This is an optimization exercise on Yosys and OpenROAD, whose aim is small area, not a production implementation.
In this exercise RTL edits were held to simulation tests only and were not proved equivalent to the original.
The clock port is modelled as an ideal driver, which makes a skipped or thinned clock tree look cheaper than it is; a real chip needs a root buffer or a tree.

## traffic_light_controller
module traffic_light_controller(
    input clk_in,
    input rst,
    input sw0,
    input sw1,
    input [2:0] btn,
    output reg [6:0] seg,
    output red,
    output yellow,
    output green,
    output red2,
    output yellow2,
    output green2
);
Settings: LEC_CHECK=0, ABC_AREA=1, CAP_MARGIN=20, CORE_MARGIN=2, CORE_UTILIZATION=75, SLEW_MARGIN=20; clock period 8.0 ns.
standard.sh (not shown) runs the stock make flow with config.mk's settings and CLKGATE_MAP_FILE= SYNTH_SCRIPT=/design/flow/synth_recipe.tcl, a recipe that flattens the netlist after the stock synthesis.
==> flow/flow/run.sh <==
#!/bin/bash
# Own layout flow: the standard synthesis, then the combinational logic
# re-mapped for area (registers untouched), then the standard ORFS steps with
# a clock tree of one root and 16 leaf buffers (flow/mancts.tcl) and
# minimum-size port buffers.
set -euo pipefail
W=$PWD
F=$W/flow
R=$W/orfs/results/$FLOW_PLATFORM/traffic_light_controller/base
LIB=$FLOW_HOME/platforms/$FLOW_PLATFORM/lib/sky130_fd_sc_hd__tt_025C_1v80.lib

bash standard.sh synth > $W/log_1_synth.log 2>&1
cp $R/1_2_yosys.v $W/std_1_2_yosys.v

REOPT_LIB=$LIB REOPT_IN=$W/std_1_2_yosys.v REOPT_OUT=$W/reopt.v REOPT_TOP=$FLOW_TOP \
REOPT_ABC=$F/abc.script REOPT_SEEDS="1 2 3 4 5" REOPT_DONTUSE=$F/dontuse.txt REOPT_STAT=$W/reopt_stat.txt \
  yosys -c $F/reopt.tcl > $W/log_2_reopt.log 2>&1

cp $W/reopt.v $R/1_2_yosys.v
rm -f $R/1_synth.odb $R/1_synth.sdc

bash standard.sh \
  "PRE_CTS_TCL=$F/mancts.tcl" \
  "BUFFER_PORTS_ARGS=-buffer_cell sky130_fd_sc_hd__buf_1" \
  finish > $W/log_3_layout.log 2>&1
==> flow/flow/mancts.tcl <==
# Clock tree built here instead of by clock_tree_synthesis (ORFS calls this
# proc in its CTS step): the clock port drives one root buffer, which drives
# NB leaf buffers; each leaf drives the registers of one group, the groups
# split by position (NX columns by x, each cut into rows by y) and each leaf
# placed at the centre of its group. Detailed placement legalizes them.
proc clock_tree_synthesis { args } {
  set nx 4
  set ny 4
  set leaf_cell sky130_fd_sc_hd__buf_4
  set root_cell sky130_fd_sc_hd__buf_12
  # leaves whose registers see a clock slew above this (ns, estimated from
  # placement) get the next larger buffer
  set slew_target 0.095
  set upsizes {sky130_fd_sc_hd__buf_6 sky130_fd_sc_hd__buf_8}
  set block [ord::get_db_block]
  set dbu [$block getDbUnitsPerMicron]
  set src [get_full_name [lindex [get_property [lindex [all_clocks] 0] sources] 0]]
  set clk [get_nets $src]
  set net [$block findNet $src]
  set pts {}
  foreach it [$net getITerms] {
    set inst [$it getInst]
    set bb [$inst getBBox]
    set x [expr {([$bb xMin] + [$bb xMax]) / 2.0 / $dbu}]
    set y [expr {([$bb yMin] + [$bb yMax]) / 2.0 / $dbu}]
    lappend pts [list $x $y "[$inst getName]/[[$it getMTerm] getName]"]
  }
  set groups {}
  set cols [lsort -real -index 0 $pts]
  set n [llength $cols]
  for {set i 0} {$i < $nx} {incr i} {
    set col [lrange $cols [expr {$i * $n / $nx}] [expr {($i + 1) * $n / $nx - 1}]]
    set col [lsort -real -index 1 $col]
    set m [llength $col]
    for {set j 0} {$j < $ny} {incr j} {
      lappend groups [lrange $col [expr {$j * $m / $ny}] [expr {($j + 1) * $m / $ny - 1}]]
    }
  }
  set leafs {}
  set g 0
  foreach grp $groups {
    if {[llength $grp] == 0} { continue }
    set sx 0; set sy 0; set pins {}
    foreach p $grp {
      set sx [expr {$sx + [lindex $p 0]}]
      set sy [expr {$sy + [lindex $p 1]}]
      lappend pins [get_pins [lindex $p 2]]
    }
    set cx [expr {$sx / [llength $grp]}]
    set cy [expr {$sy / [llength $grp]}]
    lappend leafs [insert_buffer -buffer_cell $leaf_cell -net $clk -load_pins $pins \
      -location [list $cx $cy] -buffer_name clkbuf_leaf_$g -net_name clknet_leaf_$g]
    incr g
  }
  set pins {}
  set sx 0; set sy 0
  foreach p $pts { set sx [expr {$sx + [lindex $p 0]}]; set sy [expr {$sy + [lindex $p 1]}] }
  foreach b $leafs { lappend pins [get_pins [get_full_name $b]/A] }
  insert_buffer -buffer_cell $root_cell -net $clk -load_pins $pins \
    -location [list [expr {$sx / [llength $pts]}] [expr {$sy / [llength $pts]}]] \
    -buffer_name clkbuf_root -net_name clknet_root
  set_propagated_clock [all_clocks]
  puts "manual clock tree: root $root_cell, [llength $leafs] x $leaf_cell for [llength $pts] registers"
  # a leaf whose registers see a slow clock edge gets the next larger buffer
  estimate_parasitics -placement
  foreach b $leafs {
    set name [get_full_name $b]
    foreach cell $upsizes {
      set worst 0
      foreach pin [get_pins -of_objects [get_nets -of_objects [get_pins $name/X]]] {
        if {[get_property $pin direction] ne "input"} { continue }
        foreach e {slew_max_rise slew_max_fall} {
          set v [get_property $pin $e]
          if {$v > $worst} { set worst $v }
        }
      }
      if {$worst <= $slew_target} { break }
      puts "manual clock tree: $name slew $worst, now $cell"
      replace_cell [get_cells $name] $cell
      estimate_parasitics -placement
    }
  }
}

Other scripts of this flow, unchanged in this note and not shown: flow/flow/abc.script, flow/flow/dontuse.txt, flow/flow/reopt.tcl
The starting point completed without violations.
Rerun with:
--- a/flow/flow/mancts.tcl
+++ b/flow/flow/mancts.tcl
@@ -9,8 +9,4 @@
   set leaf_cell sky130_fd_sc_hd__buf_4
   set root_cell sky130_fd_sc_hd__buf_12
-  # leaves whose registers see a clock slew above this (ns, estimated from
-  # placement) get the next larger buffer
-  set slew_target 0.095
-  set upsizes {sky130_fd_sc_hd__buf_6 sky130_fd_sc_hd__buf_8}
   set block [ord::get_db_block]
   set dbu [$block getDbUnitsPerMicron]
@@ -66,5 +62,5 @@
   foreach b $leafs {
     set name [get_full_name $b]
-    foreach cell $upsizes {
+    foreach cell $::mancts_upsizes {
       set worst 0
       foreach pin [get_pins -of_objects [get_nets -of_objects [get_pins $name/X]]] {
@@ -75,5 +71,5 @@
         }
       }
-      if {$worst <= $slew_target} { break }
+      if {$worst <= $::mancts_slew_target} { break }
       puts "manual clock tree: $name slew $worst, now $cell"
       replace_cell [get_cells $name] $cell
@@ -82,3 +78,4 @@
   }
 }
-
+set mancts_slew_target 0.095
+set mancts_upsizes {sky130_fd_sc_hd__buf_6 sky130_fd_sc_hd__buf_8}
The changed run stopped in 4_1_cts; synthesized area is unchanged; synthesized cell count is unchanged.
In the first run of this note the design's own scripts or RTL, not TritonCTS, make the clock network.

==> afterwards: timing with drivers on the ports <==
In the flow no input, the clock included, has a driving cell. The finished layout below was timed again as built, in two steps. Step 1 assumes that a clkbuf_16 drives the clock port and a buf_2 every other input. Step 2 times the ports against the registers' clock, not the clock port: input delays grow and output delays shrink by t, the midpoint of the rising clock arrivals with the driver on. Three values: ideal, step 1, step 2; two values: the first two.
run: the first run
t (ns): 0.354
setup slack, ns: 3.371 / 3.371 / 3.280
clock arrival spread, ns: 0.026 / 0.026
worst data-port slew with drivers (ns): 0.03
After both steps the first run still meets setup and hold. The setup slack of the first run moves by 0.000 ns with the drivers and by -0.091 ns with both steps.
